Context: an optimization exercise on an open-source flow, tuned for small area and a short achievable clock period. The choices shown serve that exercise and are no tape-out recipe. RTL that was checked went through simulation tests only; none was proved equivalent to the original. Power and IR drop assume default switching activity.

==> try-quartz <==
Design bcd_top, start of the top module:
module bcd_top (
  input  wire        clk,
  input  wire [15:0] bin_in,
  output reg  [18:0] bcd_out
);
clock: 12.0 ns
lec_check: 0
cap_margin: 20
core_margin: 2
core_utilization: 65
place_density: 0.75
slew_margin: 20
standard.sh (not shown) runs the stock make flow with config.mk's settings and CLKGATE_MAP_FILE= SYNTH_SCRIPT=/design/flow/synth_recipe.tcl, a recipe that flattens the netlist after the stock synthesis.
==> flow/flow/run.sh <==
#!/bin/bash
# Own layout flow: the standard ORFS flow, with these changes:
#  - synthesis maps the logic with flow/abc_area.script (area-oriented ABC
#    mapping) instead of ORFS's; everything else in synthesis is synth_recipe.tcl
#  - no half/full-adder extraction before ABC (ADDER_MAP_FILE empty)
#  - every port gets a $PORTBUF buffer
#  - placement/CTS/route timing repair aims at a setup margin of $MARGIN ns
set -uo pipefail
HERE=$(pwd)
source flow/params.sh
# scripts folder = ORFS scripts with our ABC script in place of abc_area.script
mkdir -p scripts_ovr
for f in "$FLOW_HOME"/scripts/*; do ln -sf "$f" scripts_ovr/; done
rm -f scripts_ovr/abc_area.script
cp flow/abc_area.script scripts_ovr/abc_area.script
{ echo "set ::env(SCRIPTS_DIR) $HERE/scripts_ovr"; cat synth_recipe.tcl; } > my_synth.tcl
bash standard.sh SYNTH_SCRIPT=$HERE/my_synth.tcl ADDER_MAP_FILE= ABC_AREA=1 ABC_CLOCK_PERIOD_IN_PS=$ABC_D synth > synth.log 2>&1 || { tail -50 synth.log; exit 1; }
bash standard.sh SETUP_SLACK_MARGIN=$MARGIN "BUFFER_PORTS_ARGS=-buffer_cell $PORTBUF" $EXTRA finish > finish.log 2>&1 || { tail -50 finish.log; exit 1; }
==> flow/flow/abc_area.script <==
strash
dch
map -D 3000
topo
stime -c
buffer -c
upsize -c
dnsize -c
==> flow/flow/params.sh <==
ABC_D=4000
MARGIN=0
EXTRA=""
PORTBUF=sky130_fd_sc_hd__buf_1
==> inputs of try-umber, as changes to try-quartz <==
==> flow/flow/abc_area.script (replaced) <==
strash
dc2
dch
map -D 2400
topo
stime -c
upsize -c
dnsize -c
- CTS_BUF_LIST: unset -> sky130_fd_sc_hd__clkbuf_8
- CTS_CLUSTER_SIZE: unset -> 40
==> key figures <==
Outcome
  – Outcome: no timing/DRC/antenna violations

Route
  – DR WL met3: 167 um
  – DRT iter0 DRCs: 114

Logic synthesis
  – Syn avg cell area: ~6.3 um^2
  – Top cells by instance count after synthesis: nand2_1, o21ai_2, dfxtp_1, o21ai_1, nor2_1

Cells and area
  – Finished Core Util: ~74%
  – Non-clock buffer share: under 10%

Global route
  – Gr usage total: 24.87%
  – Vias in the first global route: between 2k and 3k
  – M2 GR Usage: 43.82%

Critical path
  – Setup crit end: bcd_out[9]$_DFF_P_
# the run above: try-umber

==> key figures <==
Route
  – DRT iter0 DRCs: approximately 140
  – DR WL met3: a little under 200 um

Cells and area
  – Non-clock buffer share: about 4.2%
  – Finished Core Util: around three quarters

Global route
  – Vias in the first global route: approximately 2.7k
  – Gr usage total: 25.44%
  – M2 GR Usage: between 40% and 50%

Logic synthesis
  – Syn avg cell area: 5.991 um^2
  – Top cells by instance count after synthesis: nand2_1, o21ai_1, nor2_1

Outcome
  – Outcome: no timing/DRC/antenna violations
# the run above: try-quartz


========
==> branch xenon: inputs <==
bcd_top again, from the RTL that the note above started with.
clock: 12.0 ns
lec_check: 0
cap_margin: 20
core_margin: 2
core_utilization: 65
cts_buf_list: sky130_fd_sc_hd__clkbuf_4
cts_cluster_size: 25
place_density: 0.75
slew_margin: 20
==> flow/flow/abc_area.script <==
strash
dc2
dch
map -D 2400
topo
stime -c
upsize -c
dnsize -c
Scripts as last shown in full above: flow/flow/run.sh, flow/flow/params.sh
==> branch umber (differences from branch xenon) <==
==> flow/flow/abc_area.script (replaced) <==
strash
dc2
dch
map -D 2400
topo
stime -c
buffer -c
upsize -c
dnsize -c
==> flow/flow/params.sh (replaced) <==
ABC_D=4000
MARGIN=9.0
EXTRA="SKIP_INCREMENTAL_REPAIR=1"
PORTBUF=sky130_fd_sc_hd__buf_1
CTS_CLUSTER_SIZE = 40   (was 25)
==> branch yarrow (differences from branch xenon) <==
==> flow/flow/abc_area.script (replaced) <==
strash
dc2
dch
map -D 2400
topo
stime -c
buffer -c
upsize -c
dnsize -c
CORE_UTILIZATION = 72   (was 65)
CTS_CLUSTER_SIZE = 40   (was 25)
PLACE_DENSITY = 0.85   (was 0.75)
==> branch cedar (differences from branch xenon) <==
==> flow/flow/abc_area.script (replaced) <==
strash
dc2
dch
map -D 2600
topo
stime -c
buffer -c
upsize -c
dnsize -c
CORE_UTILIZATION = 80   (was 65)
CTS_CLUSTER_SIZE = 40   (was 25)
PLACE_DENSITY = 0.9   (was 0.75)
==> comparison <==
Branch xenon finished with timing, DRC and antenna clean. Branch umber ran to the end with no violations. Branch cedar died in global placement (3_3_place_gp). Branch yarrow completed without violations.
Global-route usage, lowest first: branch xenon, branch umber, branch yarrow.
Of branch yarrow and branch xenon, branch yarrow has the higher via count (gap about 5%, measured against branch xenon).
In count of clock-buffer cells in the layout, branch yarrow and branch umber do not differ.
In branch yarrow the setup slack is lower than in branch xenon, by 190 ps.
Between branch yarrow and branch umber, the lower core utilization is in branch yarrow (gap 1.4 points).
In clock power, branch yarrow and branch umber hardly differ.
The lowest first-iteration DRC count belongs to branch xenon, the highest to branch umber.
Die area: branch xenon > branch umber > branch yarrow.
The highest combinational power belongs to branch umber, the lowest to branch yarrow.
Of branch xenon and branch umber, branch xenon has the higher area after synthesis (gap about 1.9%, measured against branch umber).

========
==> violet <==
Another version of the RTL of bcd_top (not shown whole).
clock: 12.0 ns
lec_check: 0
cap_margin: 20
core_margin: 2
core_utilization: 65
cts_buf_list: sky130_fd_sc_hd__clkbuf_4
cts_cluster_size: 40
place_density: 0.75
slew_margin: 20
==> flow/flow/abc_area.script <==
strash
dc2
dch
map -D 2400
topo
stime -c
upsize -c
dnsize -c
==> flow/flow/params.sh <==
ABC_D=4000
MARGIN=0
EXTRA=""
PORTBUF=sky130_fd_sc_hd__buf_1
Scripts as last shown in full above: flow/flow/run.sh
==> tundra: changes against violet <==
==> flow/flow/abc_area.script (replaced) <==
strash
dc2
dch
map -D 2400
topo
stime -c
buffer -c
upsize -c
dnsize -c
==> comparison table <==
| item | tundra | violet |
|---|---|---|
| Clock Power Share | 10.0% | 12.6% |
| Result of the run | no timing/DRC/antenna violations | no timing/DRC/antenna violations |
| Number of cells on the worst reg-to-reg path | 23 | 22 |
| Clock buffer cells | 6 | 5 |
| Met3 wire len | 210 µm | 236 µm |
| Area of all placed cells without fillers | 3110 µm² | 3050 µm² |
| Part of the total power dissipated in sequential elements | 24.5% | 24.1% |
| Fraction of layout instances using a drive strength above 1 | 15.0% | 13.8% |
| Global-route met2 utilization | 41.1% | 45.3% |
| Slew headroom | 71.2% | 73.3% |
| First-pass GRT wire length | 9.74 mm | 10.6 mm |
| Max Clock Freq | 278 MHz | 268 MHz |
| Syn avg cell area | 6.26 µm² | 6.07 µm² |
| Number of global-route vias before repair | 2558 | 2692 |
| Static leakage | 1.46 nW | 1.36 nW |
| Maximum vdd drop | 0.0842 mV | 0.112 mV |
| Switch share | 49.5% | 48.6% |
| Number of placement rows | 24 | 23 |
| Final min period | 3.60 ns | 3.73 ns |
No functional check of the RTL was part of any run of this note.

## static timing again, ports no longer ideal
Ports are ideal in the flow. The routed layouts listed here were re-timed in OpenROAD.
Step 1 sets driving cells, clkbuf_16 on the clock port and buf_2 on the other inputs (assumed; they add their load-dependent delay and slew).
Step 2 also shifts input and output timing later by t, the mid clock arrival at the registers, as if the neighbouring blocks saw the same clock.
a / b / c = ideal ports / drivers / drivers and shift; a / b = the first two.
run | t (ns) | setup WS [ns] | worst setup path at the end | worst register clock-pin slew, ns | pins driven straight from the clock port
try-quartz | 0.315 | 8.113 / 8.113 / 8.113 | register to register | 0.08 / 0.08 | 1
try-umber | 0.310 | 8.539 / 8.539 / 8.539 | register to register | 0.08 / 0.08 | 1
branch xenon | 0.376 | 8.531 / 8.531 / 8.531 | register to register | 0.12 / 0.12 | 1
branch umber | 0.372 | 8.573 / 8.573 / 8.573 | register to register | 0.12 / 0.12 | 1
branch yarrow | 0.371 | 8.336 / 8.336 / 8.336 | register to register | 0.12 / 0.12 | 1
violet | 0.360 | 8.266 / 8.266 / 8.266 | register to register | 0.11 / 0.11 | 1
tundra | 0.364 | 8.398 / 8.398 / 8.398 | register to register | 0.11 / 0.11 | 1
After both steps setup and hold are still met in every run listed.
